Source: an optimization exercise on an open RTL-to-GDS flow (aim: small area and a short achievable clock period). Production flows keep margins and buffers that such runs may drop. The RTL was checked by simulation tests, not by an equivalence proof against the original design. No activity file was given, so power comes from the tool's default toggle rates.

==> design/flow/design.v <==
module xor32 (
    input  [31:0] a, b,
    output [31:0] y
);
assign y = a ^ b;
endmodule
module and32 (
    input  [31:0] a, b,
    output [31:0] y
);
assign y = a & b;
endmodule
module pf_inv (input a, output y);
assign y = ~a;
endmodule
module pf_a21o (input a1, a2, b1, output y);
assign y = (a1 & a2) | b1;
endmodule
module pf_a21oi (input a1, a2, b1, output y);
assign y = ~((a1 & a2) | b1);
endmodule
module pf_o21ai (input a1, a2, b1, output y);
assign y = ~((a1 | a2) & b1);
endmodule
module pf_nand2 (input a, b, output y);
assign y = ~(a & b);
endmodule
module pf_nor2 (input a, b, output y);
assign y = ~(a | b);
endmodule
module pf_xor2 (input a, b, output y);
assign y = a ^ b;
endmodule
module pf_xnor2 (input a, b, output y);
assign y = ~(a ^ b);
endmodule
module adder (
    input  [31:0] a, b,
    input         cin,
    output [31:0] sum,
    output        cout,
    output [31:0] p, g       
);
xor32 up (.a(a), .b(b), .y(p));
and32 ug (.a(a), .b(b), .y(g));
wire g0_0;
wire G1_1;
wire G1_2;
wire P1_2;
wire G1_3;
wire P1_3;
wire G1_4;
wire P1_4;
wire G1_5;
wire P1_5;
wire G1_6;
wire P1_6;
wire G1_7;
wire P1_7;
wire G1_8;
wire P1_8;
wire G1_9;
wire P1_9;
wire G1_10;
wire P1_10;
wire G1_11;
wire P1_11;
wire G1_12;
wire P1_12;
wire G1_13;
wire P1_13;
wire G1_14;
wire P1_14;
wire G1_15;
wire P1_15;
wire G1_16;
wire P1_16;
wire G1_17;
wire P1_17;
wire G1_18;
wire P1_18;
wire G1_19;
wire P1_19;
wire G1_20;
wire P1_20;
wire G1_21;
wire P1_21;
wire G1_22;
wire P1_22;
wire G1_23;
wire P1_23;
wire G1_24;
wire P1_24;
wire G1_25;
wire P1_25;
wire G1_26;
wire P1_26;
wire G1_27;
wire P1_27;
wire G1_28;
wire P1_28;
wire G1_29;
wire P1_29;
wire G1_30;
wire P1_30;
wire G1_31;
wire P1_31;
wire i_0;
wire G2_2;
wire G2_3;
wire G2_4;
wire P2_4;
wire G2_5;
wire P2_5;
wire G2_6;
wire P2_6;
wire G2_7;
wire P2_7;
wire G2_8;
wire P2_8;
wire G2_9;
wire P2_9;
wire G2_10;
wire P2_10;
wire G2_11;
wire P2_11;
wire G2_12;
wire P2_12;
wire G2_13;
wire P2_13;
wire G2_14;
wire P2_14;
wire G2_15;
wire P2_15;
wire G2_16;
wire P2_16;
wire G2_17;
wire P2_17;
wire G2_18;
wire P2_18;
wire G2_19;
wire P2_19;
wire G2_20;
wire P2_20;
wire G2_21;
wire P2_21;
wire G2_22;
wire P2_22;
wire G2_23;
wire P2_23;
wire G2_24;
wire P2_24;
wire G2_25;
wire P2_25;
wire G2_26;
wire P2_26;
wire G2_27;
wire P2_27;
wire G2_28;
wire P2_28;
wire G2_29;
wire P2_29;
wire G2_30;
wire P2_30;
wire G2_31;
wire P2_31;
wire G3_4;
wire i_1;
wire G3_5;
wire G3_6;
wire G3_7;
wire G3_8;
wire P3_8;
wire G3_9;
wire P3_9;
wire G3_10;
wire P3_10;
wire G3_11;
wire P3_11;
wire G3_12;
wire P3_12;
wire G3_13;
wire P3_13;
wire G3_14;
wire P3_14;
wire G3_15;
wire P3_15;
wire G3_16;
wire P3_16;
wire G3_17;
wire P3_17;
wire G3_18;
wire P3_18;
wire G3_19;
wire P3_19;
wire G3_20;
wire P3_20;
wire G3_21;
wire P3_21;
wire G3_22;
wire P3_22;
wire G3_23;
wire P3_23;
wire G3_24;
wire P3_24;
wire G3_25;
wire P3_25;
wire G3_26;
wire P3_26;
wire G3_27;
wire P3_27;
wire G3_28;
wire P3_28;
wire G3_29;
wire P3_29;
wire G3_30;
wire P3_30;
wire G3_31;
wire P3_31;
wire G4_8;
wire G4_9;
wire i_2;
wire G4_10;
wire i_3;
wire G4_11;
wire G4_12;
wire G4_13;
wire G4_14;
wire G4_15;
wire G4_16;
wire P4_16;
wire G4_17;
wire P4_17;
wire G4_18;
wire P4_18;
wire G4_19;
wire P4_19;
wire G4_20;
wire P4_20;
wire G4_21;
wire P4_21;
wire G4_22;
wire P4_22;
wire G4_23;
wire P4_23;
wire G4_24;
wire P4_24;
wire G4_25;
wire P4_25;
wire G4_26;
wire P4_26;
wire G4_27;
wire P4_27;
wire G4_28;
wire P4_28;
wire G4_29;
wire P4_29;
wire G4_30;
wire P4_30;
wire G4_31;
wire P4_31;
wire G5_16;
wire G5_17;
wire G5_18;
wire G5_19;
wire i_4;
wire G5_20;
wire i_5;
wire G5_21;
wire i_6;
wire G5_22;
wire i_7;
wire G5_23;
wire G5_24;
wire G5_25;
wire G5_26;
wire G5_27;
wire G5_28;
wire G5_29;
wire G5_30;
wire G5_31;
pf_a21o u1 (.a1(p[0]), .a2(cin), .b1(g[0]), .y(g0_0));
pf_a21oi u2 (.a1(p[1]), .a2(g0_0), .b1(g[1]), .y(G1_1));
pf_a21oi u3 (.a1(p[2]), .a2(g[1]), .b1(g[2]), .y(G1_2));
pf_nand2 u4 (.a(p[2]), .b(p[1]), .y(P1_2));
pf_a21oi u5 (.a1(p[3]), .a2(g[2]), .b1(g[3]), .y(G1_3));
pf_nand2 u6 (.a(p[3]), .b(p[2]), .y(P1_3));
pf_a21oi u7 (.a1(p[4]), .a2(g[3]), .b1(g[4]), .y(G1_4));
pf_nand2 u8 (.a(p[4]), .b(p[3]), .y(P1_4));
pf_a21oi u9 (.a1(p[5]), .a2(g[4]), .b1(g[5]), .y(G1_5));
pf_nand2 u10 (.a(p[5]), .b(p[4]), .y(P1_5));
pf_a21oi u11 (.a1(p[6]), .a2(g[5]), .b1(g[6]), .y(G1_6));
pf_nand2 u12 (.a(p[6]), .b(p[5]), .y(P1_6));
pf_a21oi u13 (.a1(p[7]), .a2(g[6]), .b1(g[7]), .y(G1_7));
pf_nand2 u14 (.a(p[7]), .b(p[6]), .y(P1_7));
pf_a21oi u15 (.a1(p[8]), .a2(g[7]), .b1(g[8]), .y(G1_8));
pf_nand2 u16 (.a(p[8]), .b(p[7]), .y(P1_8));
pf_a21oi u17 (.a1(p[9]), .a2(g[8]), .b1(g[9]), .y(G1_9));
pf_nand2 u18 (.a(p[9]), .b(p[8]), .y(P1_9));
pf_a21oi u19 (.a1(p[10]), .a2(g[9]), .b1(g[10]), .y(G1_10));
pf_nand2 u20 (.a(p[10]), .b(p[9]), .y(P1_10));
pf_a21oi u21 (.a1(p[11]), .a2(g[10]), .b1(g[11]), .y(G1_11));
pf_nand2 u22 (.a(p[11]), .b(p[10]), .y(P1_11));
pf_a21oi u23 (.a1(p[12]), .a2(g[11]), .b1(g[12]), .y(G1_12));
pf_nand2 u24 (.a(p[12]), .b(p[11]), .y(P1_12));
pf_a21oi u25 (.a1(p[13]), .a2(g[12]), .b1(g[13]), .y(G1_13));
pf_nand2 u26 (.a(p[13]), .b(p[12]), .y(P1_13));
pf_a21oi u27 (.a1(p[14]), .a2(g[13]), .b1(g[14]), .y(G1_14));
pf_nand2 u28 (.a(p[14]), .b(p[13]), .y(P1_14));
pf_a21oi u29 (.a1(p[15]), .a2(g[14]), .b1(g[15]), .y(G1_15));
pf_nand2 u30 (.a(p[15]), .b(p[14]), .y(P1_15));
pf_a21oi u31 (.a1(p[16]), .a2(g[15]), .b1(g[16]), .y(G1_16));
pf_nand2 u32 (.a(p[16]), .b(p[15]), .y(P1_16));
pf_a21oi u33 (.a1(p[17]), .a2(g[16]), .b1(g[17]), .y(G1_17));
pf_nand2 u34 (.a(p[17]), .b(p[16]), .y(P1_17));
pf_a21oi u35 (.a1(p[18]), .a2(g[17]), .b1(g[18]), .y(G1_18));
pf_nand2 u36 (.a(p[18]), .b(p[17]), .y(P1_18));
pf_a21oi u37 (.a1(p[19]), .a2(g[18]), .b1(g[19]), .y(G1_19));
pf_nand2 u38 (.a(p[19]), .b(p[18]), .y(P1_19));
pf_a21oi u39 (.a1(p[20]), .a2(g[19]), .b1(g[20]), .y(G1_20));
pf_nand2 u40 (.a(p[20]), .b(p[19]), .y(P1_20));
pf_a21oi u41 (.a1(p[21]), .a2(g[20]), .b1(g[21]), .y(G1_21));
pf_nand2 u42 (.a(p[21]), .b(p[20]), .y(P1_21));
pf_a21oi u43 (.a1(p[22]), .a2(g[21]), .b1(g[22]), .y(G1_22));
pf_nand2 u44 (.a(p[22]), .b(p[21]), .y(P1_22));
pf_a21oi u45 (.a1(p[23]), .a2(g[22]), .b1(g[23]), .y(G1_23));
pf_nand2 u46 (.a(p[23]), .b(p[22]), .y(P1_23));
pf_a21oi u47 (.a1(p[24]), .a2(g[23]), .b1(g[24]), .y(G1_24));
pf_nand2 u48 (.a(p[24]), .b(p[23]), .y(P1_24));
pf_a21oi u49 (.a1(p[25]), .a2(g[24]), .b1(g[25]), .y(G1_25));
pf_nand2 u50 (.a(p[25]), .b(p[24]), .y(P1_25));
pf_a21oi u51 (.a1(p[26]), .a2(g[25]), .b1(g[26]), .y(G1_26));
pf_nand2 u52 (.a(p[26]), .b(p[25]), .y(P1_26));
pf_a21oi u53 (.a1(p[27]), .a2(g[26]), .b1(g[27]), .y(G1_27));
pf_nand2 u54 (.a(p[27]), .b(p[26]), .y(P1_27));
pf_a21oi u55 (.a1(p[28]), .a2(g[27]), .b1(g[28]), .y(G1_28));
pf_nand2 u56 (.a(p[28]), .b(p[27]), .y(P1_28));
pf_a21oi u57 (.a1(p[29]), .a2(g[28]), .b1(g[29]), .y(G1_29));
pf_nand2 u58 (.a(p[29]), .b(p[28]), .y(P1_29));
pf_a21oi u59 (.a1(p[30]), .a2(g[29]), .b1(g[30]), .y(G1_30));
pf_nand2 u60 (.a(p[30]), .b(p[29]), .y(P1_30));
pf_a21oi u61 (.a1(p[31]), .a2(g[30]), .b1(g[31]), .y(G1_31));
pf_nand2 u62 (.a(p[31]), .b(p[30]), .y(P1_31));
pf_inv u63 (.a(g0_0), .y(i_0));
pf_o21ai u64 (.a1(P1_2), .a2(i_0), .b1(G1_2), .y(G2_2));
pf_o21ai u65 (.a1(P1_3), .a2(G1_1), .b1(G1_3), .y(G2_3));
pf_o21ai u66 (.a1(P1_4), .a2(G1_2), .b1(G1_4), .y(G2_4));
pf_nor2 u67 (.a(P1_4), .b(P1_2), .y(P2_4));
pf_o21ai u68 (.a1(P1_5), .a2(G1_3), .b1(G1_5), .y(G2_5));
pf_nor2 u69 (.a(P1_5), .b(P1_3), .y(P2_5));
pf_o21ai u70 (.a1(P1_6), .a2(G1_4), .b1(G1_6), .y(G2_6));
pf_nor2 u71 (.a(P1_6), .b(P1_4), .y(P2_6));
pf_o21ai u72 (.a1(P1_7), .a2(G1_5), .b1(G1_7), .y(G2_7));
pf_nor2 u73 (.a(P1_7), .b(P1_5), .y(P2_7));
pf_o21ai u74 (.a1(P1_8), .a2(G1_6), .b1(G1_8), .y(G2_8));
pf_nor2 u75 (.a(P1_8), .b(P1_6), .y(P2_8));
pf_o21ai u76 (.a1(P1_9), .a2(G1_7), .b1(G1_9), .y(G2_9));
pf_nor2 u77 (.a(P1_9), .b(P1_7), .y(P2_9));
pf_o21ai u78 (.a1(P1_10), .a2(G1_8), .b1(G1_10), .y(G2_10));
pf_nor2 u79 (.a(P1_10), .b(P1_8), .y(P2_10));
pf_o21ai u80 (.a1(P1_11), .a2(G1_9), .b1(G1_11), .y(G2_11));
pf_nor2 u81 (.a(P1_11), .b(P1_9), .y(P2_11));
pf_o21ai u82 (.a1(P1_12), .a2(G1_10), .b1(G1_12), .y(G2_12));
pf_nor2 u83 (.a(P1_12), .b(P1_10), .y(P2_12));
pf_o21ai u84 (.a1(P1_13), .a2(G1_11), .b1(G1_13), .y(G2_13));
pf_nor2 u85 (.a(P1_13), .b(P1_11), .y(P2_13));
pf_o21ai u86 (.a1(P1_14), .a2(G1_12), .b1(G1_14), .y(G2_14));
pf_nor2 u87 (.a(P1_14), .b(P1_12), .y(P2_14));
pf_o21ai u88 (.a1(P1_15), .a2(G1_13), .b1(G1_15), .y(G2_15));
pf_nor2 u89 (.a(P1_15), .b(P1_13), .y(P2_15));
pf_o21ai u90 (.a1(P1_16), .a2(G1_14), .b1(G1_16), .y(G2_16));
pf_nor2 u91 (.a(P1_16), .b(P1_14), .y(P2_16));
pf_o21ai u92 (.a1(P1_17), .a2(G1_15), .b1(G1_17), .y(G2_17));
pf_nor2 u93 (.a(P1_17), .b(P1_15), .y(P2_17));
pf_o21ai u94 (.a1(P1_18), .a2(G1_16), .b1(G1_18), .y(G2_18));
pf_nor2 u95 (.a(P1_18), .b(P1_16), .y(P2_18));
pf_o21ai u96 (.a1(P1_19), .a2(G1_17), .b1(G1_19), .y(G2_19));
pf_nor2 u97 (.a(P1_19), .b(P1_17), .y(P2_19));
pf_o21ai u98 (.a1(P1_20), .a2(G1_18), .b1(G1_20), .y(G2_20));
pf_nor2 u99 (.a(P1_20), .b(P1_18), .y(P2_20));
pf_o21ai u100 (.a1(P1_21), .a2(G1_19), .b1(G1_21), .y(G2_21));
pf_nor2 u101 (.a(P1_21), .b(P1_19), .y(P2_21));
pf_o21ai u102 (.a1(P1_22), .a2(G1_20), .b1(G1_22), .y(G2_22));
pf_nor2 u103 (.a(P1_22), .b(P1_20), .y(P2_22));
pf_o21ai u104 (.a1(P1_23), .a2(G1_21), .b1(G1_23), .y(G2_23));
pf_nor2 u105 (.a(P1_23), .b(P1_21), .y(P2_23));
pf_o21ai u106 (.a1(P1_24), .a2(G1_22), .b1(G1_24), .y(G2_24));
pf_nor2 u107 (.a(P1_24), .b(P1_22), .y(P2_24));
pf_o21ai u108 (.a1(P1_25), .a2(G1_23), .b1(G1_25), .y(G2_25));
pf_nor2 u109 (.a(P1_25), .b(P1_23), .y(P2_25));
pf_o21ai u110 (.a1(P1_26), .a2(G1_24), .b1(G1_26), .y(G2_26));
pf_nor2 u111 (.a(P1_26), .b(P1_24), .y(P2_26));
pf_o21ai u112 (.a1(P1_27), .a2(G1_25), .b1(G1_27), .y(G2_27));
pf_nor2 u113 (.a(P1_27), .b(P1_25), .y(P2_27));
pf_o21ai u114 (.a1(P1_28), .a2(G1_26), .b1(G1_28), .y(G2_28));
pf_nor2 u115 (.a(P1_28), .b(P1_26), .y(P2_28));
pf_o21ai u116 (.a1(P1_29), .a2(G1_27), .b1(G1_29), .y(G2_29));
pf_nor2 u117 (.a(P1_29), .b(P1_27), .y(P2_29));
pf_o21ai u118 (.a1(P1_30), .a2(G1_28), .b1(G1_30), .y(G2_30));
pf_nor2 u119 (.a(P1_30), .b(P1_28), .y(P2_30));
pf_o21ai u120 (.a1(P1_31), .a2(G1_29), .b1(G1_31), .y(G2_31));
pf_nor2 u121 (.a(P1_31), .b(P1_29), .y(P2_31));
pf_a21oi u122 (.a1(P2_4), .a2(g0_0), .b1(G2_4), .y(G3_4));
pf_inv u123 (.a(G1_1), .y(i_1));
pf_a21oi u124 (.a1(P2_5), .a2(i_1), .b1(G2_5), .y(G3_5));
pf_a21oi u125 (.a1(P2_6), .a2(G2_2), .b1(G2_6), .y(G3_6));
pf_a21oi u126 (.a1(P2_7), .a2(G2_3), .b1(G2_7), .y(G3_7));
pf_a21oi u127 (.a1(P2_8), .a2(G2_4), .b1(G2_8), .y(G3_8));
pf_nand2 u128 (.a(P2_8), .b(P2_4), .y(P3_8));
pf_a21oi u129 (.a1(P2_9), .a2(G2_5), .b1(G2_9), .y(G3_9));
pf_nand2 u130 (.a(P2_9), .b(P2_5), .y(P3_9));
pf_a21oi u131 (.a1(P2_10), .a2(G2_6), .b1(G2_10), .y(G3_10));
pf_nand2 u132 (.a(P2_10), .b(P2_6), .y(P3_10));
pf_a21oi u133 (.a1(P2_11), .a2(G2_7), .b1(G2_11), .y(G3_11));
pf_nand2 u134 (.a(P2_11), .b(P2_7), .y(P3_11));
pf_a21oi u135 (.a1(P2_12), .a2(G2_8), .b1(G2_12), .y(G3_12));
pf_nand2 u136 (.a(P2_12), .b(P2_8), .y(P3_12));
pf_a21oi u137 (.a1(P2_13), .a2(G2_9), .b1(G2_13), .y(G3_13));
pf_nand2 u138 (.a(P2_13), .b(P2_9), .y(P3_13));
pf_a21oi u139 (.a1(P2_14), .a2(G2_10), .b1(G2_14), .y(G3_14));
pf_nand2 u140 (.a(P2_14), .b(P2_10), .y(P3_14));
pf_a21oi u141 (.a1(P2_15), .a2(G2_11), .b1(G2_15), .y(G3_15));
pf_nand2 u142 (.a(P2_15), .b(P2_11), .y(P3_15));
pf_a21oi u143 (.a1(P2_16), .a2(G2_12), .b1(G2_16), .y(G3_16));
pf_nand2 u144 (.a(P2_16), .b(P2_12), .y(P3_16));
pf_a21oi u145 (.a1(P2_17), .a2(G2_13), .b1(G2_17), .y(G3_17));
pf_nand2 u146 (.a(P2_17), .b(P2_13), .y(P3_17));
pf_a21oi u147 (.a1(P2_18), .a2(G2_14), .b1(G2_18), .y(G3_18));
pf_nand2 u148 (.a(P2_18), .b(P2_14), .y(P3_18));
pf_a21oi u149 (.a1(P2_19), .a2(G2_15), .b1(G2_19), .y(G3_19));
pf_nand2 u150 (.a(P2_19), .b(P2_15), .y(P3_19));
pf_a21oi u151 (.a1(P2_20), .a2(G2_16), .b1(G2_20), .y(G3_20));
pf_nand2 u152 (.a(P2_20), .b(P2_16), .y(P3_20));
pf_a21oi u153 (.a1(P2_21), .a2(G2_17), .b1(G2_21), .y(G3_21));
pf_nand2 u154 (.a(P2_21), .b(P2_17), .y(P3_21));
pf_a21oi u155 (.a1(P2_22), .a2(G2_18), .b1(G2_22), .y(G3_22));
pf_nand2 u156 (.a(P2_22), .b(P2_18), .y(P3_22));
pf_a21oi u157 (.a1(P2_23), .a2(G2_19), .b1(G2_23), .y(G3_23));
pf_nand2 u158 (.a(P2_23), .b(P2_19), .y(P3_23));
pf_a21oi u159 (.a1(P2_24), .a2(G2_20), .b1(G2_24), .y(G3_24));
pf_nand2 u160 (.a(P2_24), .b(P2_20), .y(P3_24));
pf_a21oi u161 (.a1(P2_25), .a2(G2_21), .b1(G2_25), .y(G3_25));
pf_nand2 u162 (.a(P2_25), .b(P2_21), .y(P3_25));
pf_a21oi u163 (.a1(P2_26), .a2(G2_22), .b1(G2_26), .y(G3_26));
pf_nand2 u164 (.a(P2_26), .b(P2_22), .y(P3_26));
pf_a21oi u165 (.a1(P2_27), .a2(G2_23), .b1(G2_27), .y(G3_27));
pf_nand2 u166 (.a(P2_27), .b(P2_23), .y(P3_27));
pf_a21oi u167 (.a1(P2_28), .a2(G2_24), .b1(G2_28), .y(G3_28));
pf_nand2 u168 (.a(P2_28), .b(P2_24), .y(P3_28));
pf_a21oi u169 (.a1(P2_29), .a2(G2_25), .b1(G2_29), .y(G3_29));
pf_nand2 u170 (.a(P2_29), .b(P2_25), .y(P3_29));
pf_a21oi u171 (.a1(P2_30), .a2(G2_26), .b1(G2_30), .y(G3_30));
pf_nand2 u172 (.a(P2_30), .b(P2_26), .y(P3_30));
pf_a21oi u173 (.a1(P2_31), .a2(G2_27), .b1(G2_31), .y(G3_31));
pf_nand2 u174 (.a(P2_31), .b(P2_27), .y(P3_31));
pf_o21ai u175 (.a1(P3_8), .a2(i_0), .b1(G3_8), .y(G4_8));
pf_o21ai u176 (.a1(P3_9), .a2(G1_1), .b1(G3_9), .y(G4_9));
pf_inv u177 (.a(G2_2), .y(i_2));
pf_o21ai u178 (.a1(P3_10), .a2(i_2), .b1(G3_10), .y(G4_10));
pf_inv u179 (.a(G2_3), .y(i_3));
pf_o21ai u180 (.a1(P3_11), .a2(i_3), .b1(G3_11), .y(G4_11));
pf_o21ai u181 (.a1(P3_12), .a2(G3_4), .b1(G3_12), .y(G4_12));
pf_o21ai u182 (.a1(P3_13), .a2(G3_5), .b1(G3_13), .y(G4_13));
pf_o21ai u183 (.a1(P3_14), .a2(G3_6), .b1(G3_14), .y(G4_14));
pf_o21ai u184 (.a1(P3_15), .a2(G3_7), .b1(G3_15), .y(G4_15));
pf_o21ai u185 (.a1(P3_16), .a2(G3_8), .b1(G3_16), .y(G4_16));
pf_nor2 u186 (.a(P3_16), .b(P3_8), .y(P4_16));
pf_o21ai u187 (.a1(P3_17), .a2(G3_9), .b1(G3_17), .y(G4_17));
pf_nor2 u188 (.a(P3_17), .b(P3_9), .y(P4_17));
pf_o21ai u189 (.a1(P3_18), .a2(G3_10), .b1(G3_18), .y(G4_18));
pf_nor2 u190 (.a(P3_18), .b(P3_10), .y(P4_18));
pf_o21ai u191 (.a1(P3_19), .a2(G3_11), .b1(G3_19), .y(G4_19));
pf_nor2 u192 (.a(P3_19), .b(P3_11), .y(P4_19));
pf_o21ai u193 (.a1(P3_20), .a2(G3_12), .b1(G3_20), .y(G4_20));
pf_nor2 u194 (.a(P3_20), .b(P3_12), .y(P4_20));
pf_o21ai u195 (.a1(P3_21), .a2(G3_13), .b1(G3_21), .y(G4_21));
pf_nor2 u196 (.a(P3_21), .b(P3_13), .y(P4_21));
pf_o21ai u197 (.a1(P3_22), .a2(G3_14), .b1(G3_22), .y(G4_22));
pf_nor2 u198 (.a(P3_22), .b(P3_14), .y(P4_22));
pf_o21ai u199 (.a1(P3_23), .a2(G3_15), .b1(G3_23), .y(G4_23));
pf_nor2 u200 (.a(P3_23), .b(P3_15), .y(P4_23));
pf_o21ai u201 (.a1(P3_24), .a2(G3_16), .b1(G3_24), .y(G4_24));
pf_nor2 u202 (.a(P3_24), .b(P3_16), .y(P4_24));
pf_o21ai u203 (.a1(P3_25), .a2(G3_17), .b1(G3_25), .y(G4_25));
pf_nor2 u204 (.a(P3_25), .b(P3_17), .y(P4_25));
pf_o21ai u205 (.a1(P3_26), .a2(G3_18), .b1(G3_26), .y(G4_26));
pf_nor2 u206 (.a(P3_26), .b(P3_18), .y(P4_26));
pf_o21ai u207 (.a1(P3_27), .a2(G3_19), .b1(G3_27), .y(G4_27));
pf_nor2 u208 (.a(P3_27), .b(P3_19), .y(P4_27));
pf_o21ai u209 (.a1(P3_28), .a2(G3_20), .b1(G3_28), .y(G4_28));
pf_nor2 u210 (.a(P3_28), .b(P3_20), .y(P4_28));
pf_o21ai u211 (.a1(P3_29), .a2(G3_21), .b1(G3_29), .y(G4_29));
pf_nor2 u212 (.a(P3_29), .b(P3_21), .y(P4_29));
pf_o21ai u213 (.a1(P3_30), .a2(G3_22), .b1(G3_30), .y(G4_30));
pf_nor2 u214 (.a(P3_30), .b(P3_22), .y(P4_30));
pf_o21ai u215 (.a1(P3_31), .a2(G3_23), .b1(G3_31), .y(G4_31));
pf_nor2 u216 (.a(P3_31), .b(P3_23), .y(P4_31));
pf_a21oi u217 (.a1(P4_16), .a2(g0_0), .b1(G4_16), .y(G5_16));
pf_a21oi u218 (.a1(P4_17), .a2(i_1), .b1(G4_17), .y(G5_17));
pf_a21oi u219 (.a1(P4_18), .a2(G2_2), .b1(G4_18), .y(G5_18));
pf_a21oi u220 (.a1(P4_19), .a2(G2_3), .b1(G4_19), .y(G5_19));
pf_inv u221 (.a(G3_4), .y(i_4));
pf_a21oi u222 (.a1(P4_20), .a2(i_4), .b1(G4_20), .y(G5_20));
pf_inv u223 (.a(G3_5), .y(i_5));
pf_a21oi u224 (.a1(P4_21), .a2(i_5), .b1(G4_21), .y(G5_21));
pf_inv u225 (.a(G3_6), .y(i_6));
pf_a21oi u226 (.a1(P4_22), .a2(i_6), .b1(G4_22), .y(G5_22));
pf_inv u227 (.a(G3_7), .y(i_7));
pf_a21oi u228 (.a1(P4_23), .a2(i_7), .b1(G4_23), .y(G5_23));
pf_a21oi u229 (.a1(P4_24), .a2(G4_8), .b1(G4_24), .y(G5_24));
pf_a21oi u230 (.a1(P4_25), .a2(G4_9), .b1(G4_25), .y(G5_25));
pf_a21oi u231 (.a1(P4_26), .a2(G4_10), .b1(G4_26), .y(G5_26));
pf_a21oi u232 (.a1(P4_27), .a2(G4_11), .b1(G4_27), .y(G5_27));
pf_a21oi u233 (.a1(P4_28), .a2(G4_12), .b1(G4_28), .y(G5_28));
pf_a21oi u234 (.a1(P4_29), .a2(G4_13), .b1(G4_29), .y(G5_29));
pf_a21oi u235 (.a1(P4_30), .a2(G4_14), .b1(G4_30), .y(G5_30));
pf_a21oi u236 (.a1(P4_31), .a2(G4_15), .b1(G4_31), .y(G5_31));
pf_xor2 u237 (.a(p[0]), .b(cin), .y(sum[0]));
pf_xor2 u238 (.a(p[1]), .b(g0_0), .y(sum[1]));
pf_xnor2 u239 (.a(p[2]), .b(G1_1), .y(sum[2]));
pf_xor2 u240 (.a(p[3]), .b(G2_2), .y(sum[3]));
pf_xor2 u241 (.a(p[4]), .b(G2_3), .y(sum[4]));
pf_xnor2 u242 (.a(p[5]), .b(G3_4), .y(sum[5]));
pf_xnor2 u243 (.a(p[6]), .b(G3_5), .y(sum[6]));
pf_xnor2 u244 (.a(p[7]), .b(G3_6), .y(sum[7]));
pf_xnor2 u245 (.a(p[8]), .b(G3_7), .y(sum[8]));
pf_xor2 u246 (.a(p[9]), .b(G4_8), .y(sum[9]));
pf_xor2 u247 (.a(p[10]), .b(G4_9), .y(sum[10]));
pf_xor2 u248 (.a(p[11]), .b(G4_10), .y(sum[11]));
pf_xor2 u249 (.a(p[12]), .b(G4_11), .y(sum[12]));
pf_xor2 u250 (.a(p[13]), .b(G4_12), .y(sum[13]));
pf_xor2 u251 (.a(p[14]), .b(G4_13), .y(sum[14]));
pf_xor2 u252 (.a(p[15]), .b(G4_14), .y(sum[15]));
pf_xor2 u253 (.a(p[16]), .b(G4_15), .y(sum[16]));
pf_xnor2 u254 (.a(p[17]), .b(G5_16), .y(sum[17]));
pf_xnor2 u255 (.a(p[18]), .b(G5_17), .y(sum[18]));
pf_xnor2 u256 (.a(p[19]), .b(G5_18), .y(sum[19]));
pf_xnor2 u257 (.a(p[20]), .b(G5_19), .y(sum[20]));
pf_xnor2 u258 (.a(p[21]), .b(G5_20), .y(sum[21]));
pf_xnor2 u259 (.a(p[22]), .b(G5_21), .y(sum[22]));
pf_xnor2 u260 (.a(p[23]), .b(G5_22), .y(sum[23]));
pf_xnor2 u261 (.a(p[24]), .b(G5_23), .y(sum[24]));
pf_xnor2 u262 (.a(p[25]), .b(G5_24), .y(sum[25]));
pf_xnor2 u263 (.a(p[26]), .b(G5_25), .y(sum[26]));
pf_xnor2 u264 (.a(p[27]), .b(G5_26), .y(sum[27]));
pf_xnor2 u265 (.a(p[28]), .b(G5_27), .y(sum[28]));
pf_xnor2 u266 (.a(p[29]), .b(G5_28), .y(sum[29]));
pf_xnor2 u267 (.a(p[30]), .b(G5_29), .y(sum[30]));
pf_xnor2 u268 (.a(p[31]), .b(G5_30), .y(sum[31]));
pf_inv u269 (.a(G5_31), .y(cout));
endmodule
module mux2 (
    input  d0, d1, s,
    output y
);
assign y = s ? d1 : d0;
endmodule
module ao221 (
    input  a0, b0, a1, b1, c,
    output y
);
assign y = (a0 & b0) | (a1 & b1) | c;
endmodule
module ao2211 (
    input  a0, b0, a1, b1, c, d,
    output y
);
assign y = (a0 & b0) | (a1 & b1) | c | d;
endmodule
module aoi222 (
    input  a0, b0, a1, b1, a2, b2,
    output y
);
assign y = ~((a0 & b0) | (a1 & b1) | (a2 & b2));
endmodule
module nand4m (
    input  a, b, c, d,
    output y
);
assign y = ~(a & b & c & d);
endmodule
module nand3m (
    input  a, b, c,
    output y
);
assign y = ~(a & b & c);
endmodule
module or3m (
    input  a, b, c,
    output y
);
assign y = a | b | c;
endmodule
module sel31 (
    input  [30:0] s,
    input  [30:0] d,
    output        y
);
wire [10:0] n;
genvar g;
generate
    for (g = 0; g < 10; g = g + 1) begin : grp
        aoi222 u (.a0(s[3*g]), .b0(d[3*g]), .a1(s[3*g+1]), .b1(d[3*g+1]),
                  .a2(s[3*g+2]), .b2(d[3*g+2]), .y(n[g]));
    end
endgenerate
assign n[10] = ~(s[30] & d[30]);
wire [2:0] o;
nand4m u0 (.a(n[0]), .b(n[1]), .c(n[2]), .d(n[3]), .y(o[0]));
nand4m u1 (.a(n[4]), .b(n[5]), .c(n[6]), .d(n[7]), .y(o[1]));
nand3m u2 (.a(n[8]), .b(n[9]), .c(n[10]), .y(o[2]));
or3m   u3 (.a(o[0]), .b(o[1]), .c(o[2]), .y(y));
endmodule
module hold_mux (
    input  we, wen, d, q,
    output y
);
assign y = (we & d) | (wen & q);
endmodule
module reg_file (
    input         clk,
    input         wr_en,
    input  [4:0]  rd_addr1, rd_addr2, wr_addr,
    input  [31:0] wr_data,
    output [31:0] rd_data1, rd_data2
);
reg  [31:0] regs [1:31];
wire [31:0] sel1 = 32'd1 << rd_addr1;
wire [31:0] sel2 = 32'd1 << rd_addr2;
wire [31:0] wsel = 32'd1 << wr_addr;
genvar g, b;
generate
    for (g = 1; g < 32; g = g + 1) begin : r
        wire we  = wr_en & wsel[g];
        wire wen = ~we;
        wire [31:0] nxt;
        for (b = 0; b < 32; b = b + 1) begin : h
            hold_mux m (.we(we), .wen(wen), .d(wr_data[b]), .q(regs[g][b]), .y(nxt[b]));
        end
        always @(posedge clk)
            regs[g] <= nxt;
    end
    for (b = 0; b < 32; b = b + 1) begin : rd
        wire [30:0] col;
        for (g = 1; g < 32; g = g + 1) begin : c
            assign col[g-1] = regs[g][b];
        end
        sel31 m1 (.s(sel1[31:1]), .d(col), .y(rd_data1[b]));
        sel31 m2 (.s(sel2[31:1]), .d(col), .y(rd_data2[b]));
    end
endgenerate
endmodule
module alu (
    input  [31:0] a,           
    input  [31:0] b,           
    input         sub,
    input         shl,         
    input         arith,       
    output [31:0] sum,
    output        cout,
    output [31:0] sh_out,      
    output [31:0] xor_out, or_out, and_out
);
wire [31:0] p, g;
adder add (.a(a), .b(b), .cin(sub), .sum(sum), .cout(cout), .p(p), .g(g));
wire big = |b[31:5];
wire fill = arith & a[31];
reg [31:0] a_rev, r_rev;
integer i;
always @(*)
    for (i = 0; i < 32; i = i + 1) a_rev[i] = a[31-i];
wire [31:0] sh_in = shl ? a_rev : a;
wire [32:0] sh_ext = $signed({fill, sh_in}) >>> b[4:0];
wire [31:0] sr_out = big ? {32{fill}} : sh_ext[31:0];
always @(*)
    for (i = 0; i < 32; i = i + 1) r_rev[i] = sr_out[31-i];
assign sh_out = shl ? r_rev : sr_out;
assign xor_out = p;
assign or_out  = p | g;
assign and_out = g;
endmodule
module riscv_cpu (
    input         clk, reset,
    output [31:0] PC,
    input  [31:0] Instr,
    output        MemWrite,
    output [31:0] Mem_WrAddr, Mem_WrData,
    input  [31:0] ReadData,
    output [31:0] Result
);
wire [6:0] op = Instr[6:0];
wire [2:0] f3 = Instr[14:12];
wire is_load  = (op == 7'b0000011);
wire is_store = (op == 7'b0100011);
wire is_r     = (op == 7'b0110011);
wire is_i     = (op == 7'b0010011);
wire is_br    = (op == 7'b1100011);
wire is_jal   = (op == 7'b1101111);
wire is_jalr  = (op == 7'b1100111);
wire is_lui   = (op == 7'b0110111);
wire is_auipc = (op == 7'b0010111);
wire is_alu   = is_r | is_i;
wire RegWrite = is_load | is_alu | is_jal | is_jalr | is_lui | is_auipc;
assign MemWrite = is_store;
wire b6 = Instr[6], b5 = Instr[5], b4 = Instr[4], b2 = Instr[2];
wire d_alu   = b4 & ~b2;                  
wire d_r     = b5 & b4 & ~b2;             
wire d_br    = b6 & ~b2;                  
wire d_store = ~b6 & b5 & ~b4;            
wire d_load  = ~b6 & ~b5 & ~b4;           
wire d_lui   = b5 & b4 & b2;              
wire d_auipc = ~b5 & b4 & b2;             
wire d_pc4   = b6 & b2;                   
wire d_rs2   = b5 & ~b2 & (b4 | b6);      
wire [31:0] immI = {{20{Instr[31]}}, Instr[31:20]};
wire [31:0] immS = {{20{Instr[31]}}, Instr[31:25], Instr[11:7]};
wire [31:0] immB = {{20{Instr[31]}}, Instr[7], Instr[30:25], Instr[11:8], 1'b0};
wire [31:0] immJ = {{12{Instr[31]}}, Instr[19:12], Instr[20], Instr[30:21], 1'b0};
wire [31:0] immU = {Instr[31:12], 12'b0};
wire [31:0] rs1, rs2;
reg_file rf (.clk(clk), .wr_en(RegWrite), .rd_addr1(Instr[19:15]), .rd_addr2(Instr[24:20]),
             .wr_addr(Instr[11:7]), .wr_data(Result), .rd_data1(rs1), .rd_data2(rs2));
wire use_rs2 = d_rs2;
wire sub = d_br | (d_alu & ~f3[2] & f3[1]) | (d_r & (f3 == 3'b000) & Instr[30]);
wire [31:0] imm  = d_store ? immS : immI;
wire [31:0] b_one  = use_rs2 ? {32{~sub}} : (imm ^ {32{sub}});
wire [31:0] b_zero = use_rs2 ? {32{ sub}} : (imm ^ {32{sub}});
wire [31:0] bsel;
genvar gb;
generate
    for (gb = 0; gb < 32; gb = gb + 1) begin : bm
        mux2 m (.d0(b_zero[gb]), .d1(b_one[gb]), .s(rs2[gb]), .y(bsel[gb]));
    end
endgenerate
wire [31:0] sum, sh_out, xor_out, or_out, and_out;
wire cout;
alu alu (.a(rs1), .b(bsel), .sub(sub), .shl(~f3[2]), .arith(f3[2] & (b5 | Instr[30])),
         .sum(sum), .cout(cout), .sh_out(sh_out),
         .xor_out(xor_out), .or_out(or_out), .and_out(and_out));
reg  [31:0] pc_q;
wire [31:0] pc_plus4 = {pc_q[31:2] + 30'd1, pc_q[1:0]};
wire [31:0] pc_imm   = pc_q + (is_jal ? immJ : (is_br ? immB : immU));
wire eq = (rs1 == rs2);
reg  take;
always @(*) begin
    case (f3)
        3'b000:  take = eq;
        3'b001:  take = ~eq;
        3'b100,
        3'b110:  take = sum[31];
        3'b101,
        3'b111:  take = ~sum[31];
        default: take = 1'b0;
    endcase
end
wire [31:0] pc_next = is_jalr ? sum :
                      (is_jal | (is_br & take)) ? pc_imm : pc_plus4;
always @(posedge clk or posedge reset)
    if (reset) pc_q <= 32'd0;
    else       pc_q <= pc_next;
assign PC = pc_q;
wire s_add  = d_alu & (f3 == 3'b000);
wire s_sh   = d_alu & (f3[1:0] == 2'b01);
wire s_slt  = d_alu & (f3 == 3'b010);
wire s_sltu = d_alu & (f3 == 3'b011);
wire s_xor  = d_alu & (f3 == 3'b100);
wire s_or   = d_alu & (f3 == 3'b110);
wire s_and  = d_alu & (f3 == 3'b111);
wire sdiff  = rs1[31] ^ ~bsel[31];
wire cmp1   = s_slt & sdiff & rs1[31];
wire cmp0   = s_sltu | (s_slt & (~sdiff | rs1[31]));
wire cmp;
mux2 cmpm (.d0(cmp0), .d1(cmp1), .s(cout), .y(cmp));
wire [31:0] early = ({32{s_xor}}    & xor_out)
                  | ({32{s_or}}     & or_out)
                  | ({32{s_and}}    & and_out)
                  | ({32{d_load}}   & ReadData)
                  | ({32{d_pc4}}    & pc_plus4)
                  | ({32{d_lui}}    & immU)
                  | ({32{d_auipc}}  & pc_imm);
ao2211 m0 (.a0(s_add), .b0(sum[0]), .a1(s_sh), .b1(sh_out[0]), .c(early[0]), .d(cmp), .y(Result[0]));
genvar gr;
generate
    for (gr = 1; gr < 32; gr = gr + 1) begin : rm
        ao221 m (.a0(s_add), .b0(sum[gr]), .a1(s_sh), .b1(sh_out[gr]), .c(early[gr]), .y(Result[gr]));
    end
endgenerate
assign Mem_WrAddr = sum;
assign Mem_WrData = rs2;
endmodule
==> design/flow/flow/run.sh <==
#!/bin/bash
# The standard ORFS layout (standard.sh), with two knobs changed:
#  - ports are buffered with buf_4 instead of the delay cell buffer_ports picks by default
#  - timing repair may swap cells of different footprints
# make's full output goes to orfs_make.log; ORFS keeps each step's log under orfs/logs/.
set -euo pipefail
bash standard.sh \
  'BUFFER_PORTS_ARGS=-buffer_cell sky130_fd_sc_hd__buf_4' \
  MATCH_CELL_FOOTPRINT=0 \
  finish > orfs_make.log 2>&1
==> design/flow/standard.sh <==
#!/bin/bash
# synth_recipe.tcl (not shown) runs the flow's synth.tcl, then flattens the netlist and writes it again
# the make line also repeats each setting of config.mk as NAME=value (left out here)
make -C /OpenROAD-flow-scripts/flow DESIGN_CONFIG=/design/flow/config.mk WORK_HOME=/design/flow/orfs CLKGATE_MAP_FILE= SYNTH_SCRIPT=/design/flow/synth_recipe.tcl "${@:-finish}"
==> design/flow/config.mk <==
export PLATFORM = sky130hd
export DESIGN_NAME = riscv_cpu
export DESIGN_NICKNAME = riscv_cpu
export VERILOG_FILES = /design/flow/design.v
export SDC_FILE = /design/flow/constraint.sdc
export NUM_CORES = 4
export LEC_CHECK = 0
export CAP_MARGIN = 20
export CORE_MARGIN = 2
export CORE_UTILIZATION = 40
export CTS_CLUSTER_DIAMETER = 100
export CTS_CLUSTER_SIZE = 22
export PLACE_DENSITY = 0.6
export SETUP_SLACK_MARGIN = 2.5
export SLEW_MARGIN = 20
export SYNTH_HIERARCHICAL = 1
==> design/flow/constraint.sdc <==
create_clock -name core_clock -period 13.0 [get_ports {clk}]
set_input_delay 2.6000 -clock core_clock [delete_from_list [all_inputs] [get_ports {clk}]]
set_output_delay 2.6000 -clock core_clock [all_outputs]
set_load 0.01 [all_outputs]
==> results.yml, run 1 <==
run_status:
  status: "complete, no violations"
sta:
  fin_tns_setup_ns: 0
  setup_viol: 0
  max_freq_ghz: 0.0935
  hold_viol: 0
  min_period_ns: 10.70
  fin_skew_ns: 0.0700
  finalMaxSlewViolations: 0
  rsz0062_at_grt: "false"
  hold-worst-slack_ns: 0.502
  period_share_pct: 82.3
  worst_slew_margin_rel_pct: 11.4
  worstMarginPinSlew_ns: 1.33
power_and_ir_drop:
  power.share.switching_pct: 38.1
  vdd_ir_drop_max_uv: 119
  p_int_uw: 4930
  pwr-share-clk_pct: 24.6
  switchingPower_uw: 3030
  pwr-share-seq_pct: 44.5
  powerDensity_nw_per_um2: 133
  combPwrFrac_pct: 30.9
  p_leak_uw: 0.0222
setup_path:
  worstPathMaxFanout: 32
  startpoint_type: "input pin"
  critical_path_required_ns: 10.40
  worstSetupPathType: "input pin to output pin"
  worstPathArrival_ns: 8.10
  end_kind: "output pin"
yosys:
  synth.avg_cell_area_sq_um: 10.5
  syn_area_sq_um: 50400
  synth_fp_nets: 4913
  yosys_warnings: 11
  syn_inst: 4814
  ys_types: 99
  synth.ff_latch_count: 1024
  yosysSeqAreaShare_pct: 41.0
  ys_async_sr_fraction_pct: 3.13
  synth_edf_count: 0
  synthFlopType: "dfxtp_1"
job:
  cap_violations: 0
global_routing:
  grt_max_degree: 62
  grt_pass1_vias: 49500
  grt-ovfl-total: 0
  grt_antenna_before_repair: 35
  grtUsageTotal_pct: 43.2
  grt_pass1_wl_mm: 404
  grt-busiest-layer: "met2"
  grt_use_met1_pct: 53.8
  met3_usage_pct: 18.7
  use_met2_pct: 59.8
final_layout:
  n_fill_cell: 11700
  nets: 5398
  drive_gt1_share_pct: 21.4
  final_common_cell: "a22o_1"
  final_cell_mix: "a22o_1, dfxtp_1, a222oi_1"
  syn_to_final_growth_pct: 19.1
clocking:
  cts_buffers: 56
  clock_path_buffers: 3
  htree_levels: 2
  cts_tree: "built"
  clk_latency_ns: 0.76
  clk_pin_slew_ns: 0.09
  cts_root_buf: "clkbuf_16"
  cts.sinks: 1024
die:
  chipWidth_um: 359
  core_area_sq_um: 125000
  die_y_um: 359
  floorplan.initialDensity_pct: 40.2
  io_pins: 195
  core.rowCount: 130
  die-area_sq_um: 129000
routing:
  vias_per_cell: 8.00
  num_vias: 55900
  firstDrtPassIters: 17
  ant_nets: 0
  wirelength_mm: 298
  drt_iter0_drc: 15800
  drc_errors: 0
  wl_per_cell_um: 42.7
placed_design:
  place.gp.congestion: 1.09
  dpl.hpwl_mm: 188
  port_buffers: 194
worst_hold_path:
  holdCritPathClass: "flip-flop to flip-flop"
==> logic make-up (layout without fill, tap and decap cells) <==
kind of cell / Yosys count / in the layout / synth area share (%)
compound gates: 2178 / 2178 / 38.0
xor+xnor: 175 / 175 / 3.04
fa+ha+maj: 33 / 33 / 0.835
buf+inv: 143 / 611 / 1.33
flops: 1024 / 1024 / 41.0
mux: 173 / 175 / 4.97
other cells: 0 / 21 / 0
simple gates: 1088 / 1113 / 10.8
==> worst max-delay path: stages <==
cell      delay [ns]
buf_6           0.16
nand2b_4        0.23
buf_4           0.25
nor2_4          0.24
a222oi_1        0.48
nand4_1         0.79
or3_4           0.74
mux4_2          0.55
nand2_1         0.13
o21ai_1         0.09
mux4_2          0.54
a221oi_2        0.35
mux2i_1         0.24
a221o_2         0.49
buf_4           0.18
==> area by class of cell <==
type	count	area [sq um]	area share, %
multi-input combinational	3674	31100	51.9
sequential	1024	20700	34.5
timing repair buffer	505	4340	7.23
tap	1650	2060	3.44
clock buffer	57	1410	2.34
clock inverter	11	165	0.275
inverter	38	154	0.257
antenna	21	52.6	0.0876
==> modules after synthesis (local to each module, per instance), a selection <==
| module | area [sq um] | cells |
|---|---|---|
| and32 | 200 | 32 |
| hold_mux | 8.76 | 1 |
| nand3m | 5.00 | 1 |
| nand4m | 6.26 | 1 |
| or3m | 6.26 | 1 |
| xor32 | 280 | 32 |
==> metrics by stage <==
| stage | power [uW] | worst slack [ns] | cell area [sq um] | util (%) | instances |
|---|---|---|---|---|---|
| floorplan | 4770 | 2.85 | 50400 | - | 4814 |
| global placement | 5810 | 0.743 | 55300 | 44.2 | 6718 |
| detailed placement | 5810 | 0.780 | 55400 | 44.3 | 6723 |
| CTS | 7790 | 2.46 | 58900 | 47.0 | 6881 |
| global route | 8120 | 2.48 | 59900 | 47.8 | 6963 |
| finish | 7960 | 2.30 | 60000 | 47.9 | 6980 |
==> Yosys cell counts, types with 12 or more instances <==
library cell,n,area (sq um)
inv_1,35,131
a221o_1,38,380
and2_1,46,288
nand4_1,145,907
mux4_2,44,991
nand2_1,319,1200
nand2b_1,15,93.8
mux2_2,26,293
or3_1,69,432
nor2_1,230,863
a22oi_1,14,105
a21oi_1,65,325
xnor2_1,94,823
ha_1,32,400
nor2b_1,14,87.6
a22o_1,998,8740
dfxtp_1,992,19900
a222oi_1,668,6690
o21ai_0,53,265
buf_2,33,165
o22ai_1,12,75.1
dfrtp_1,32,801
mux2i_1,59,591
o21ai_1,62,310
nand3_1,111,556
o211ai_1,16,120
a21oi_2,77,674
clkbuf_1,56,210
nor3_1,17,85.1
and3_1,20,125
xor2_1,81,709
o221ai_1,22,193
a21o_1,37,278
a31oi_1,16,100
nor4_1,12,75.1
mux2_4,36,541
or2_2,41,257
==> flip-flops by register name, summed over array words and instances, names as in the netlist <==
register and cells:
pc_q 32, rf.regs 992
==> worst paths after layout <==
check | cells after the start | slack, ns | from | endpoint
min in group asynchronous | 2 | 1.75 | reset | pc_q[9]
worst min-delay path | 1 | 0.50 | rf.regs[26][3] | rf.regs[26][3]
worst min register to register | 1 | 0.50 | rf.regs[26][3] | rf.regs[26][3]
worst max-delay path | 15 | 2.30 | Instr[15] | Result[3]
worst max register to register | 18 | 6.47 | rf.regs[1][30] | pc_q[27]
max in group asynchronous | 3 | 10.55 | reset | pc_q[1]
==> power by group through the flow <==
stage	sequential, uW	combinational (uW)	clock [uW]
2_1_floorplan	3550	1230	0
3_3_place_gp	3600	2210	0
3_5_place_dp	3600	2210	0
4_1_cts	3530	2310	1950
5_1_grt	3560	2510	2050
6_report	3540	2460	1960
==> routing by layer <==
metal	up-vias	wire [um]
met5	-	432
met4	28	27200
met3	1276	49500
met2	5386	116000
met1	27300	105000
li1	21900	-
==> repair_timing <==
item | in CTS | in global routing
resized for setup | 181 | 62
pin swaps | 69 | 59
buffers inserted | 69 | 70
cloned | 21 | 6
hold buffers | 0 | 0
endpoints found under the setup margin | 60 | 45
==> inputs of run 2 (changes only) <==
--- a/design/flow/design.v
+++ b/design/flow/design.v
@@ -655,2 +655,3 @@
     input  [31:0] b,           
+    input  [4:0]  shamt,       
     input         sub,
@@ -672,3 +673,3 @@
 wire [31:0] sh_in = shl ? a_rev : a;
-wire [32:0] sh_ext = $signed({fill, sh_in}) >>> b[4:0];
+wire [32:0] sh_ext = $signed({fill, sh_in}) >>> shamt;
 wire [31:0] sr_out = big ? {32{fill}} : sh_ext[31:0];
@@ -720,4 +721,5 @@
 wire [31:0] rs1, rs2;
+wire [31:0] wdata;    
 reg_file rf (.clk(clk), .wr_en(RegWrite), .rd_addr1(Instr[19:15]), .rd_addr2(Instr[24:20]),
-             .wr_addr(Instr[11:7]), .wr_data(Result), .rd_data1(rs1), .rd_data2(rs2));
+             .wr_addr(Instr[11:7]), .wr_data(wdata), .rd_data1(rs1), .rd_data2(rs2));
 wire use_rs2 = d_rs2;
@@ -734,5 +736,11 @@
 endgenerate
+wire [4:0] shamt;
+generate
+    for (gb = 0; gb < 5; gb = gb + 1) begin : sm
+        mux2 m (.d0(b_zero[gb]), .d1(b_one[gb]), .s(rs2[gb]), .y(shamt[gb]));
+    end
+endgenerate
 wire [31:0] sum, sh_out, xor_out, or_out, and_out;
 wire cout;
-alu alu (.a(rs1), .b(bsel), .sub(sub), .shl(~f3[2]), .arith(f3[2] & (b5 | Instr[30])),
+alu alu (.a(rs1), .b(bsel), .shamt(shamt), .sub(sub), .shl(~f3[2]), .arith(f3[2] & (b5 | Instr[30])),
          .sum(sum), .cout(cout), .sh_out(sh_out),
@@ -781,2 +789,3 @@
 ao2211 m0 (.a0(s_add), .b0(sum[0]), .a1(s_sh), .b1(sh_out[0]), .c(early[0]), .d(cmp), .y(Result[0]));
+ao2211 w0 (.a0(s_add), .b0(sum[0]), .a1(s_sh), .b1(sh_out[0]), .c(early[0]), .d(cmp), .y(wdata[0]));
 genvar gr;
@@ -785,2 +794,3 @@
         ao221 m (.a0(s_add), .b0(sum[gr]), .a1(s_sh), .b1(sh_out[gr]), .c(early[gr]), .y(Result[gr]));
+        ao221 w (.a0(s_add), .b0(sum[gr]), .a1(s_sh), .b1(sh_out[gr]), .c(early[gr]), .y(wdata[gr]));
     end
--- a/design/flow/config.mk
+++ b/design/flow/config.mk
@@ -13,3 +13,3 @@
 export PLACE_DENSITY = 0.6
-export SETUP_SLACK_MARGIN = 2.5
+export SETUP_SLACK_MARGIN = 3.0
 export SLEW_MARGIN = 20
==> run 2 against run 1 <==
- still clean on timing, DRC and antenna
- synthesized area rose by 0.79%
- sequential share of layout area fell by 1.8 points
- maximum frequency rose by 1.0%
- via count rose by 2.9%
- sequential power barely moved
- first-iteration DRC count fell by 5.3%
- cell count rose by 2.7%
- combinational power rose by 5%
- synthesized cell count rose by 0.81%
- core utilization rose by 2.4 points
- critical path type unchanged
- largest power group unchanged
==> results.yml, run 2 <==
run_status:
  status: "complete, no violations"
die:
  die_y_um: 360
  io_pins: 195
  die-area_sq_um: 130000
  chipWidth_um: 360
  core_area_sq_um: 126000
  core.rowCount: 130
  floorplan.initialDensity_pct: 40.4
worst_hold_path:
  holdCritPathClass: "flip-flop to flip-flop"
global_routing:
  grt_antenna_before_repair: 25
  grtUsageTotal_pct: 43.8
  grt_pass1_vias: 51300
  grt-ovfl-total: 0
  grt_pass1_wl_mm: 412
  grt_max_degree: 65
yosys:
  synth_area_leaders: "dfxtp_1, a22o_1, a222oi_1"
  syn_area_sq_um: 50800
  synthTopCellsByCount: "a22o_1, dfxtp_1, a222oi_1, nand2_1, nor2_1"
  yosys_warnings: 11
  synth_area_leader_cell: "dfxtp_1"
  ys_types: 99
  synth_top_area_share_pct: 39.1
  ys_async_sr_fraction_pct: 3.13
  synth.ff_latch_count: 1024
  synth_edf_count: 0
  synth_fp_nets: 4952
  synth.most_common_cell: "a22o_1"
  synth.avg_cell_area_sq_um: 10.5
  synthFlopType: "dfxtp_1"
  yosysSeqAreaShare_pct: 40.7
  syn_inst: 4853
setup_path:
  worstSetupPathType: "input pin to output pin"
  crit-reg2reg-launch: "rf.regs[16][1]"
  critical_path_required_ns: 10.40
  reg2reg_to: "pc_q[29]"
  end_kind: "output pin"
  r2r_slack_ns: 6.83
  worst-r2r-cell-count: 18
  crit_path_end: "Result[13]"
  worstPathMaxFanout: 15
  startpoint_type: "input pin"
  worstPathArrival_ns: 7.99
  setup.worst_path.start: "Instr[22]"
power_and_ir_drop:
  vdd_ir_drop_max_uv: 117
  finalPower_uw: 8070
  p_leak_uw: 0.0234
  powerDensity_nw_per_um2: 128
final_layout:
  final_common_cell: "a22o_1"
  nets: 5594
  largest_registers: "rf.regs: 992 flops, pc_q: 32 flops"
  largest_reg_flops: 992
  final_cell_mix: "a22o_1, dfxtp_1, a222oi_1"
  syn_to_final_growth_pct: 24.5
  drive_gt1_share_pct: 25.1
  top_register: "rf.regs"
  n_fill_cell: 11400
sta:
  fin_tns_setup_ns: 0
  max_freq_ghz: 0.0945
  fin_skew_ns: 0.0307
  period_share_pct: 81.4
  finalMaxSlewViolations: 0
  hold_viol: 0
  worstMarginPinSlew_ns: 1.22
  worst_slew_margin_rel_pct: 18.6
  min_period_ns: 10.59
  fin_ws_ns: 2.41
  setup_viol: 0
  rsz0062_at_grt: "true"
routing:
  wl_per_cell_um: 42.3
  drt_iter0_drc: 15000
  ant_nets: 0
  firstDrtPassIters: 14
  drc_errors: 0
  num_vias: 57500
  vias_per_cell: 8.02
  wirelength_mm: 303
clocking:
  cts_root_buf: "clkbuf_16"
  clk_pin_slew_ns: 0.09
  cts_tree: "built"
  htree_levels: 2
  clk_latency_ns: 0.72
  cts.sinks: 1024
  cts_buffers: 55
  clock_path_buffers: 3
job:
  cap_violations: 0
placed_design:
  port_buffers: 194
  place.gp.congestion: 1.06
  pre_cts_ws_ns: 1.40
  dpl.hpwl_mm: 192
## run 2: changes by cell type after synthesis, sizes merged
| cell | delta |
|---|---|
| a221o | +31 |
| a211oi | +1 |
| mux2 | +5 |
| nand2 | +2 |
## run 2: routing by layer
layer  wire length [um]  up-vias  global-route usage, %
li1                   -    22400                      -
met1             106000    28100                   53.6
met2             118000     5561                   60.8
met3              50500     1381                   19.9
met4              27700       28                   29.8
met5                791        -                   2.55
## run 2: logic make-up after synthesis
family | synth area share (%)
AO/OA/AOI/OAI | 38.4
AND/OR/NAND/NOR | 10.7
flip-flops | 40.7
multiplexers | 5.08
XOR/XNOR | 3.02
buffers and inverters | 1.32
adder cells (fa/ha/maj) | 0.828
## run 2: per-module statistics from Yosys, one instance, submodules excluded, a selection
module,cell area [sq um],flops+latches,copies in the design
pf_o21ai,5.00,0,54
ao2211,15.0,0,2
sel31,3.75,0,64
pf_a21oi,8.76,0,75
pf_a21o,7.51,0,1
mux2,15.0,0,38
pf_xor2,8.76,0,12
or3m,6.26,0,64
hold_mux,8.76,0,992
nand3m,5.00,0,64
and32,200,0,1
nand4m,6.26,0,128
pf_nand2,3.75,0,54
## run 2: metrics by stage
step	area [sq um]	util [%]	hold WS, ns	cells
floorplan	50900	-	0.460	4853
detailed placement	56400	44.9	0.475	6799
CTS	61300	48.8	0.505	7065
finish	63200	50.3	0.503	7171
global placement	56100	44.6	0.472	6785
global route	63200	50.2	0.519	7157
## run 2: area by class of cell
cell class / instances / area (sq um) / share of cell area, %
repair buffers: 663 / 6190 / 9.80
well taps: 1650 / 2060 / 3.27
repair inverters: 1 / 5.00 / 0.00792
multi-input cells: 3712 / 32600 / 51.5
clock inverters: 8 / 119 / 0.188
inverters: 38 / 154 / 0.243
clock buffers: 56 / 1400 / 2.22
diodes: 19 / 47.5 / 0.0752
flip-flops and latches: 1024 / 20700 / 32.7
## run 2: worst min path at each step
| stage | from | to | slack, ns | cells past startpoint |
|---|---|---|---|---|
| detailed placement | rf.regs[28][11] | rf.regs[28][11] | 0.47 | 1 |
| CTS | rf.regs[23][18] | rf.regs[23][18] | 0.50 | 1 |
| global placement | rf.regs[28][17] | rf.regs[28][17] | 0.47 | 1 |
| floorplan | rf.regs[10][0] | rf.regs[10][0] | 0.46 | 1 |
| global route | rf.regs[24][20] | rf.regs[24][20] | 0.52 | 1 |
| finish | rf.regs[31][17] | rf.regs[31][17] | 0.50 | 1 |
## run 2: what timing repair did
item,in CTS,in global routing
cloned,34,4
pin swaps,159,114
setup endpoints to repair,63,45
resized for setup,273,184
hold buffers,0,0
buffers inserted,168,80
## run 2: worst max-delay path, cell delays in order
cell and delay, ns:
buf_16 0.13, or3b_4 0.34, buf_4 0.16, nor2_4 0.04, buf_12 0.15, a222oi_1 0.40
nand3_1 0.46, or3_4 0.60, mux2_4 0.46, mux2i_1 0.16, a22oi_1 0.65, o21ai_4 0.21
o211ai_1 0.49, a311oi_1 0.18, a31oi_1 0.49, a221o_1 0.29, buf_4 0.14
## run 2: where the power goes
| group | internal, uW | switching [uW] | leakage [uW] | total (uW) |
|---|---|---|---|---|
| registers | 3320 | 225 | 0.00839 | 3550 |
| logic | 898 | 1690 | 0.0143 | 2590 |
| clock network | 787 | 1140 | 0.000741 | 1930 |
| total | 5010 | 3060 | 0.0234 | 8070 |
==> inputs of run 3 (changes only) <==
--- a/design/flow/config.mk
+++ b/design/flow/config.mk
@@ -13,3 +13,3 @@
 export PLACE_DENSITY = 0.6
-export SETUP_SLACK_MARGIN = 3.0
+export SETUP_SLACK_MARGIN = 2.5
 export SLEW_MARGIN = 20
==> run 3 against run 2 <==
- sequential power is essentially flat
- critical path depth stayed put
- clock-buffer cell count did not move
- routed wire length fell by 6.2%
- worst hold slack worse by 0.0043 ns
- cell count down 3.0%
- cell area decreased by 6.0%
- register-to-register slack better by 0.09 ns
- largest power group unchanged
- highest routed layer unchanged
==> results.yml, run 3 <==
run_status:
  status: "complete, no violations"
worst_hold_path:
  holdCritPathClass: "flip-flop to flip-flop"
setup_path:
  critPathBufInv: 6
  worstPathArrival_ns: 8.15
  end_kind: "output pin"
  cpMostUsedCell: "buf_4"
  worstPathMaxFanout: 30
  max_stage_delay_ns: 0.66
  path_cells: "buf_6 > nand2b_4 > buf_4 > nor2_4 > buf_4 > a222oi_1 > nand4_1 > or3_4 > mux2_4 > clkinvlp_4 > nor4_1 > buf_4 > a22oi_1 > a31oi_1 > a211oi_2 > nand2_1 > buf_4"
  cp_top_family: "simple AND/OR/NAND/NOR gates"
  startpoint_type: "input pin"
  critical_path_required_ns: 10.40
  critPathSlowestCell: "or3_4"
  worstSetupPathType: "input pin to output pin"
final_layout:
  final_cell_mix: "a22o_1, dfxtp_1, a222oi_1"
  largest_registers: "rf.regs: 992 flops, pc_q: 32 flops"
  largest_reg_flops: 992
  syn_to_final_growth_pct: 17.1
  drive_gt1_share_pct: 19.6
  top_register: "rf.regs"
  final_cell_count_no_fill: 6955
  nets: 5374
  final_common_cell: "a22o_1"
job:
  cap_violations: 0
yosys:
  synth.ff_latch_count: 1024
  synthFlopType: "dfxtp_1"
  synth.avg_cell_area_sq_um: 10.5
  syn_area_sq_um: 50800
  synth.most_common_cell: "a22o_1"
  synth_top_area_share_pct: 39.1
  yosysSeqAreaShare_pct: 40.7
  synth_fp_nets: 4952
  synth_edf_count: 0
  ys_async_sr_fraction_pct: 3.13
  syn_inst: 4853
  synthTopCellsByCount: "a22o_1, dfxtp_1, a222oi_1, nand2_1, nor2_1"
  ys_types: 99
  yosys_warnings: 11
  synth_area_leader_cell: "dfxtp_1"
  synth_area_leaders: "dfxtp_1, a22o_1, a222oi_1"
placed_design:
  dp.cells: 6769
  port_buffers: 194
  dpl.hpwl_mm: 182
  pre_cts_ws_ns: 1.41
  place.gp.congestion: 1.10
sta:
  finalMaxSlewViolations: 0
  min_period_ns: 10.75
  worst_slew_margin_rel_pct: 12.6
  worstMarginPinSlew_ns: 1.31
  hold_viol: 0
  fin_skew_ns: 0.0707
  max_freq_ghz: 0.0930
  fin_tns_setup_ns: 0
  period_share_pct: 82.7
  setup_viol: 0
  rsz0062_at_grt: "true"
  fin_ws_ns: 2.25
clocking:
  clk_pin_slew_ns: 0.09
  clk_latency_ns: 0.76
  cts_tree: "built"
  cts_root_buf: "clkbuf_16"
  cts_buffers: 56
  clock_path_buffers: 3
  cts.sinks: 1024
  htree_levels: 2
power_and_ir_drop:
  finalPower_uw: 7890
  p_leak_uw: 0.0218
  vdd_ir_drop_max_uv: 115
  powerDensity_nw_per_um2: 133
global_routing:
  grt_pass1_wl_mm: 389
  grt_max_degree: 65
  grt_antenna_before_repair: 19
  grt-ovfl-total: 0
  grtUsageTotal_pct: 40.9
  grt_pass1_vias: 49700
routing:
  wl_per_cell_um: 40.9
  ant_nets: 0
  drt_iter0_drc: 14800
  num_vias: 56000
  firstDrtPassIters: 21
  wirelength_mm: 285
  drc_errors: 0
  vias_per_cell: 8.05
die:
  die-area_sq_um: 130000
  io_pins: 195
  die_y_um: 360
  core_area_sq_um: 126000
  floorplan.initialDensity_pct: 40.4
  core.rowCount: 130
  chipWidth_um: 360
run 3: cells by family (layout without fill, tap and decap cells):
| group | count (synthesis) | after routing | synth area share, % |
|---|---|---|---|
| other | 0 | 20 | 0 |
| adder cells (fa/ha/maj) | 33 | 33 | 0.828 |
| AO/OA/AOI/OAI | 2210 | 2210 | 38.4 |
| XOR/XNOR | 175 | 175 | 3.02 |
| buffers and inverters | 143 | 556 | 1.32 |
| multiplexers | 178 | 182 | 5.08 |
| AND/OR/NAND/NOR | 1090 | 1105 | 10.7 |
| flip-flops | 1024 | 1024 | 40.7 |
run 3: layout make-up:
cell class | count | area [sq um]
multi-input cells | 3705 | 31200
well taps | 1650 | 2060
repair buffers | 450 | 3710
flip-flops and latches | 1024 | 20700
clock buffers | 56 | 1400
fillers | 11700 | 66300
diodes | 20 | 50.0
clock inverters | 12 | 186
inverters | 38 | 154
run 3: metal layers:
metal	vias to the layer above	global-route usage (%)	wire length, um
met3	1285	17.7	48500
met4	12	27.7	24500
met1	27200	50.9	101000
met5	-	0	176
li1	21900	-	-
met2	5538	56.5	111000
run 3: where the power goes:
part / internal (uW) / leakage [uW] / switching, uW
Clock: 795 / 0.000773 / 1160
Combinational: 798 / 0.0126 / 1600
Sequential: 3320 / 0.00839 / 221
run 3: Yosys stat by module (local to each module, per instance), excerpt:
module | flip-flops and latches | copies in the design | cells
and32 | 0 | 1 | 32
ao221 | 0 | 62 | 1
ao2211 | 0 | 2 | 3
hold_mux | 0 | 992 | 1
mux2 | 0 | 38 | 1
pf_inv | 0 | 9 | 1
pf_o21ai | 0 | 54 | 1
pf_xnor2 | 0 | 20 | 1
sel31 | 0 | 64 | 1
xor32 | 0 | 1 | 32
run 3: timing repair:
action                     4_1_cts  5_1_grt
buffers inserted                36       39
gates resized for setup        100       67
pin swaps                       30       46
hold buffers                     0        0
cloned                           9       10
setup endpoints to repair       58       39
run 3: per-stage QoR:
stage,instance area (sq um),util [%],hold WS [ns]
4_1_cts,58500,46.5,0.503
6_report,59400,47.3,0.499
2_1_floorplan,50800,-,0.460
3_5_place_dp,55900,44.5,0.475
3_3_place_gp,55800,44.4,0.473
5_1_grt,59400,47.2,0.514
run 3: worst paths after layout:
check | startpoint | end | slack, ns | depth (start not counted)
worst max register to register | rf.regs[4][0] | pc_q[29] | 6.92 | 18
worst min-delay path | rf.regs[26][18] | rf.regs[26][18] | 0.50 | 1
max in group asynchronous | reset | pc_q[6] | 10.60 | 3
worst max-delay path | Instr[23] | Result[0] | 2.25 | 17
min in group asynchronous | reset | pc_q[30] | 2.00 | 3
worst min register to register | rf.regs[26][18] | rf.regs[26][18] | 0.50 | 1

port drivers added, routing unchanged:
In the flow no input, the clock included, has a driving cell. The finished layouts below were timed again as built, in two steps. Step 1: set_driving_cell puts a clkbuf_16 on clk and a buf_2 on each other input, an assumption about the parent block. Step 2 times the ports against the registers' clock, not the clock port: input delays grow and output delays shrink by t, the midpoint of the rising clock arrivals with the driver on. a / b / c = ideal ports / drivers / drivers and shift; a / b = the first two.
run	shift t [ns]	setup slack, ns	worst setup path at the end	slew at the worst register clock pin (ns)
run 1	0.811	2.305 / 2.262 / 2.262	input to output	0.10 / 0.10
run 2	0.792	2.413 / 2.248 / 2.248	input to output	0.10 / 0.10
run 3	0.804	2.250 / 2.200 / 2.200	input to output	0.10 / 0.10
After both steps setup and hold are still met in every run listed. The setup slack of run 2, which loses most, moves by -0.165 ns with the drivers and by -0.165 ns with both steps.
